This design comes from an exercise in tuning for small area on the open sky130 flow, not from production work. Only simulation tests tie the RTL to the original design; equivalence was not proved. Power and IR drop assume default switching activity.

==> run a <==
Design systolic, start of the top module:
module systolic(
    input CLK,
    input [8*8-1:0] i_Data_I_In,
    input [4*8-1:0] i_Data_W_In,
    input [4-1:0] i_EN_W_In,
    input [3-1:0] i_EN_ID_In,
    input [4*24-1:0] i_Psum_In,
    output [4*24-1:0] o_Psum_Out,
    input  [4*16-1:0] i_Addr_P_In,
    input  [4*1-1:0] i_Valid_P_In,
    output [4*16-1:0] o_Addr_P_Out,
    output [4*1-1:0] o_Valid_P_Out
);
export LEC_CHECK = 0
export CAP_MARGIN = 20
export CORE_MARGIN = 2
export CORE_UTILIZATION = 55
export PLACE_DENSITY = 0.7
export SLEW_MARGIN = 20
export SYNTH_HIERARCHICAL = 1
export SYNTH_MINIMUM_KEEP_SIZE = 0
create_clock -name core_clock -period 8.0 [get_ports {CLK}]
standard.sh (not shown) runs the stock make flow with config.mk's settings and CLKGATE_MAP_FILE= SYNTH_SCRIPT=/design/flow/synth_recipe.tcl, a recipe that flattens the netlist after the stock synthesis.
==> flow/flow/run.sh <==
#!/bin/bash
# Own layout flow: the standard synthesis, then area recovery on its netlist
# (flow/downsize.py puts combinational cells that abc sized up back to drive 1;
# registers are untouched), then the standard layout from floorplan to finish,
# with a clock tree built from larger sink clusters and without dummy loads, and drive-1 port buffers.
# Each step writes its full output to its own log file in this folder.
set -euo pipefail
R=orfs/results/$FLOW_PLATFORM/systolic/base
bash standard.sh synth > synth.log 2>&1
python3 flow/downsize.py $R/1_2_yosys.v \
  $FLOW_HOME/platforms/$FLOW_PLATFORM/lib/sky130_fd_sc_hd__tt_025C_1v80.lib > downsize.log 2>&1
rm -f $R/1_synth.odb
bash standard.sh \
  CTS_ARGS="-sink_clustering_enable -repair_clock_nets -dont_use_dummy_load -sink_clustering_size 24 -sink_clustering_max_diameter 120" \
  BUFFER_PORTS_ARGS="-buffer_cell sky130_fd_sc_hd__buf_1" \
  finish > layout.log 2>&1
==> flow/flow/downsize.py <==
#!/usr/bin/env python3
"""Area recovery on the synthesised netlist: every combinational cell that abc
sized up (drive strength 2 or more) goes back to its drive-1 variant when the
library has one.  Flip-flops, buffers and adder cells are left as they are; the
layout's own repair steps size cells up again where timing needs it."""
import re
import sys

net, lib = sys.argv[1], sys.argv[2]
cells = set(re.findall(r'cell\s*\(\s*"?(sky130_fd_sc_hd__\w+?)"?\s*\)', open(lib).read()))
keep = re.compile(r"sky130_fd_sc_hd__(df|edf|sdf|dl|buf|clk|fa_|ha_|conb|tap|fill|decap|diode)")
text = open(net).read()
count = {}


def sub(m):
    name = m.group(0)
    if keep.match(name):
        return name
    base, drive = m.group(1), m.group(2)
    small = f"{base}_1"
    if drive not in ("1", "0") and small in cells:
        count[name] = count.get(name, 0) + 1
        return small
    return name


text = re.sub(r"\b(sky130_fd_sc_hd__\w+?)_(\d+)\b", sub, text)
open(net, "w").write(text)
for k, v in sorted(count.items()):
    print(f"{k} -> _1: {v}")
==> run b: changes against run a <==
==> flow/run.sh (new file) <==
#!/bin/bash
# synth_recipe.tcl (not shown) runs the flow's synth.tcl, then flattens the netlist and writes it again
# the make line also repeats each setting of config.mk as NAME=value (left out here)
make -C /OpenROAD-flow-scripts/flow DESIGN_CONFIG=/design/flow/config.mk WORK_HOME=/design/flow/orfs CLKGATE_MAP_FILE= SYNTH_SCRIPT=/design/flow/synth_recipe.tcl finish
Settings changed: CORE_UTILIZATION 55 to 45, PLACE_DENSITY 0.7 to 0.6.
removed: flow/flow/run.sh
removed: flow/flow/downsize.py
removed: flow/standard.sh
==> run c: changes against run a <==
==> flow/run.sh (new file) <==
#!/bin/bash
# synth_recipe.tcl (not shown) runs the flow's synth.tcl, then flattens the netlist and writes it again
# the make line also repeats each setting of config.mk as NAME=value (left out here)
make -C /OpenROAD-flow-scripts/flow DESIGN_CONFIG=/design/flow/config.mk WORK_HOME=/design/flow/orfs CLKGATE_MAP_FILE= SYNTH_SCRIPT=/design/flow/synth_recipe.tcl finish
Settings changed: CTS_BUF_LIST set to sky130_fd_sc_hd__clkbuf_4 sky130_fd_sc_hd__clkbuf_8, CTS_CLUSTER_SIZE set to 30.
removed: flow/flow/run.sh
removed: flow/flow/downsize.py
removed: flow/standard.sh
==> run d: changes against run a <==
==> flow/flow/run.sh (replaced) <==
#!/bin/bash
# Own layout flow: the standard synthesis, then area recovery on its netlist
# (flow/downsize.py puts combinational cells that abc sized up back to drive 1;
# registers are untouched), then the standard layout from floorplan to finish.
# Each step writes its full output to its own log file in this folder.
set -euo pipefail
R=orfs/results/$FLOW_PLATFORM/systolic/base
bash standard.sh synth > synth.log 2>&1
python3 flow/downsize.py $R/1_2_yosys.v \
  $FLOW_HOME/platforms/$FLOW_PLATFORM/lib/sky130_fd_sc_hd__tt_025C_1v80.lib > downsize.log 2>&1
rm -f $R/1_synth.odb
bash standard.sh finish > layout.log 2>&1
Settings changed: CORE_UTILIZATION 55 to 45, PLACE_DENSITY 0.7 to 0.6.
==> notes.md <==
quantity                                                                               run d                    run a                    run b                    run c
Register-to-register setup slack                                                      220 ps                   220 ps                   250 ps                   230 ps
Count of standard-cell rows                                                              168                      152                      173                      157
Placeable core region                                                             210000 um2               172000 um2               223000 um2               183000 um2
Highest Clock Rate                                                                   127 MHz                  129 MHz                  127 MHz                  128 MHz
Reported clock group power                                                           10.4 mW                  5.11 mW                  10.4 mW                  9.83 mW
Power density cells                                                               371 nW/um2               347 nW/um2               359 nW/um2               364 nW/um2
CTS resizes                                                                                7                        2                        1                        2
Share of final-layout standard cells stronger than drive strength 1                    0.144                    0.103                    0.293                    0.311
Post-layout worst setup margin                                                        109 ps                   223 ps                   110 ps                   204 ps
Portion of netlist area occupied by mux cells                                              -                        -                        0                        0
Post-synthesis register bit count                                                          -                        -                     2033                     2033
Flip-flop and latch power                                                            14.6 mW                  14.6 mW                  14.8 mW                  14.9 mW
Die span in y                                                                         464 um                   420 um                   478 um                   432 um
Switching power as a share of total power                                              0.339                    0.358                    0.347                    0.353
Pin count of the biggest net entering global routing                                      17                       25                       18                       17
Final hold slack                                                                      300 ps                   269 ps                   302 ps                   312 ps
Amount of wire on met3 after detailed routing                                        8.01 mm                  7.09 mm                  9.88 mm                  8.10 mm
First-pass GRT wire length                                                            318 mm                   296 mm                   347 mm                   350 mm
Outcome                                                              complete, no violations  complete, no violations  complete, no violations  complete, no violations

## afterwards: timing with drivers on the ports
The flow's constraints put no driver on any port. The routed layouts listed below were extracted and timed again, unchanged, in two steps.
Step 1 (the two cells are an assumption about what drives the block):
set clk [get_ports {CLK}]
set_driving_cell -lib_cell sky130_fd_sc_hd__clkbuf_16 $clk
set_driving_cell -lib_cell sky130_fd_sc_hd__buf_2 [delete_from_list [all_inputs] $clk]
Step 2, shift: input delay + t, output delay - t, t = (earliest + latest rising clock arrival at the registers) / 2. This alone moves slack from input paths to output paths.
Three values: ideal, step 1, step 2; two values: the first two.
run | shift t [ns] | setup WS [ns] | worst hold slack (ns) | worst setup path after step 2 | latest minus earliest clock arrival (ns)
run a | 0.800 | 0.223 / 0.223 / -0.483 | 0.269 / 0.269 / 0.269 | input to register | 0.101 / 0.101
run b | 0.931 | 0.110 / 0.095 / -0.837 | 0.302 / 0.302 / 0.302 | input to register | 0.061 / 0.061
run c | 1.105 | 0.204 / 0.213 / -0.892 | 0.312 / 0.312 / 0.312 | input to register | 0.078 / 0.078
run d | 0.943 | 0.109 / 0.173 / -0.770 | 0.300 / 0.300 / 0.300 | input to register | 0.060 / 0.060
With both steps, setup timing fails in every run listed, where it was met with ideal ports. The setup slack of run c, which loses most, moves by +0.009 ns with the drivers and by -1.096 ns with both steps.
